Source: an optimization exercise on an open RTL-to-GDS flow (aim: small area, a short achievable clock period and few clock cycles). Production flows keep margins and buffers that such runs may drop. The RTL was checked by simulation tests, not by an equivalence proof against the original design. Power and IR drop assume default switching activity.

job 101:
Design CHIP, start of the top module:
module CHIP #(
    parameter BIT_W = 32
)(
    input               i_clk,
    input               i_rst_n,
    input  [BIT_W-1:0]  i_IMEM_data,
    output [BIT_W-1:0]  o_IMEM_addr,
    output              o_IMEM_cen,
    input               i_DMEM_stall,
    input  [BIT_W-1:0]  i_DMEM_rdata,
    output              o_DMEM_cen,
    output              o_DMEM_wen,
    output [BIT_W-1:0]  o_DMEM_addr,
    output [BIT_W-1:0]  o_DMEM_wdata
);
    localparam [6:0] OP_R     = 7'b0110011;
    localparam [6:0] OP_I     = 7'b0010011;
    localparam [6:0] OP_AUIPC = 7'b0010111;
    localparam [6:0] OP_JAL   = 7'b1101111;
    localparam [6:0] OP_JALR  = 7'b1100111;
    localparam [6:0] OP_LW    = 7'b0000011;
    localparam [6:0] OP_SW    = 7'b0100011;
    localparam [6:0] OP_BR    = 7'b1100011;
    localparam [6:0] OP_ECALL = 7'b1110011;
    localparam [31:0] PC_RESET = 32'h00010000;
    localparam [31:0] SP_RESET = 32'hbffffff0;
    localparam [31:0] GP_RESET = 32'h10008000;
    reg  [31:0] pc_f;
    reg  [31:0] ir;
    reg  [31:0] pcx_d;           
    reg         pred_d;          
    reg         v_d;
    reg  [31:0] oh1_d, oh2_d;    
    reg         v_e;
    reg  [31:0] x_e, y_e, b_e;    
    reg  [4:0]  rd_e;
    reg         e_wr;        
    reg         e_ld, e_st, e_mul, e_br, e_jalr;
    reg         e_sub;
    reg         e_pred;
    reg  [6:0]  e_sel;       
    reg  [4:0]  e_sh;        
    reg  [2:0]  e_f3;        
    reg         p_cen, p_wen, p_ld;
    reg  [31:0] p_addr, p_wdata;
    reg  [4:0]  p_rd;
    reg         m_busy, m_done;
    reg  [4:0]  m_rd;
  ...
For scale: about 6000 cells after synthesis, ~1500 flip-flops, roughly 170 I/O pins.
==> flow/config.mk <==
export PLATFORM = sky130hd
export DESIGN_NAME = CHIP
export DESIGN_NICKNAME = CHIP
export VERILOG_FILES = /design/flow/design.v
export SDC_FILE = /design/flow/constraint.sdc
export NUM_CORES = 8
export LEC_CHECK = 0
export ABC_CLOCK_PERIOD_IN_PS = 3500
export CAP_MARGIN = 20
export CORE_MARGIN = 2
export CORE_UTILIZATION = 40
export SETUP_SLACK_MARGIN = 0.5
export SLEW_MARGIN = 20
==> flow/constraint.sdc <==
create_clock -name core_clock -period 11.0 [get_ports {i_clk}]
set_input_delay 2.2000 -clock core_clock [delete_from_list [all_inputs] [get_ports {i_clk}]]
set_output_delay 2.2000 -clock core_clock [all_outputs]
set_load 0.01 [all_outputs]
standard.sh (not shown) runs the stock make flow with config.mk's settings and CLKGATE_MAP_FILE= SYNTH_SCRIPT=/design/flow/synth_recipe.tcl, a recipe that flattens the netlist after the stock synthesis.
==> flow/flow/run.sh <==
#!/bin/bash
set -uo pipefail
HERE=$(dirname "$0")
MARGIN=$(cat "$HERE/margin.txt")
RPT=orfs/reports/sky130hd/CHIP/base/6_finish.rpt

violations() {
  # the number of max slew / max cap violations in the finish report
  awk '/report_check_types/ {on=1} on && /VIOLATED/ {n++} /max_slew_check_slack/ {on=0} END {print n+0}' "$RPT"
}

bash standard.sh SETUP_SLACK_MARGIN="$MARGIN" SKIP_GATE_CLONING=1 finish > flow_make.log 2>&1
rc=$?
if [[ $rc -ne 0 || ! -f "$RPT" || $(violations) -ne 0 ]]; then
  mv orfs orfs_first
  rm -f out/final.def
  MARGIN2=$(awk -v m="$MARGIN" 'BEGIN {print m - 0.25}')
  bash standard.sh SETUP_SLACK_MARGIN="$MARGIN2" SKIP_GATE_CLONING=1 finish > flow_make_2.log 2>&1
  rc=$?
fi
exit $rc
==> flow/flow/margin.txt <==
6.5
Job 101 did not stop at any stage, and its layout met the timing, DRC and antenna checks.
Testbench counts of job 101, summed over its fixed seeds: cycles 76,381.
### job 101 -> job 102
==> flow/flow/margin.txt <==
6.75
Max initial antenna violation count across job 101 and job 102: job 101. Relative to job 101, global-route usage increased by 0.25 points in job 102. Clock share of power in job 102 vs job 101: down 1.1 points. Summary of job 102 over job 101: worst setup slack after layout grew by 290 ps, maximum number of pins on one net before global-route repair grew by 2, via count of the routed design grew by 631. In job 102 relative to job 101, global-route wire length before repair had gone up slightly. Job 102 ended up with a higher final cell count than job 101 did. The non-clock buffer count in job 102 is 1.07 times that in job 101.

re-timing with driven ports:
The flow's constraints put no driver on any port. The routed layouts listed below were extracted and timed again, unchanged, in two steps.
Step 1 (the two cells are an assumption about what drives the block):
set clk [get_ports {i_clk}]
set_driving_cell -lib_cell sky130_fd_sc_hd__clkbuf_16 $clk
set_driving_cell -lib_cell sky130_fd_sc_hd__buf_2 [delete_from_list [all_inputs] $clk]
Step 2 adds t to the input delays and takes it off the output delays; t is the mean of the earliest and latest rising clock arrival at the registers after step 1. Input paths then give back, and output paths get back, about the clock's delay inside the block.
Three values: no drivers, after step 1, after step 2; two values: the first two.
run | shift t [ns] | setup slack, ns | worst data-port slew with drivers (ns)
job 101 | 0.885 | 6.410 / 6.400 / 5.514 | 0.09
job 102 | 0.883 | 6.695 / 6.695 / 5.901 | 0.10
After both steps setup and hold are still met in every run listed. The setup slack of job 101, which loses most, moves by -0.010 ns with the drivers and by -0.896 ns with both steps.
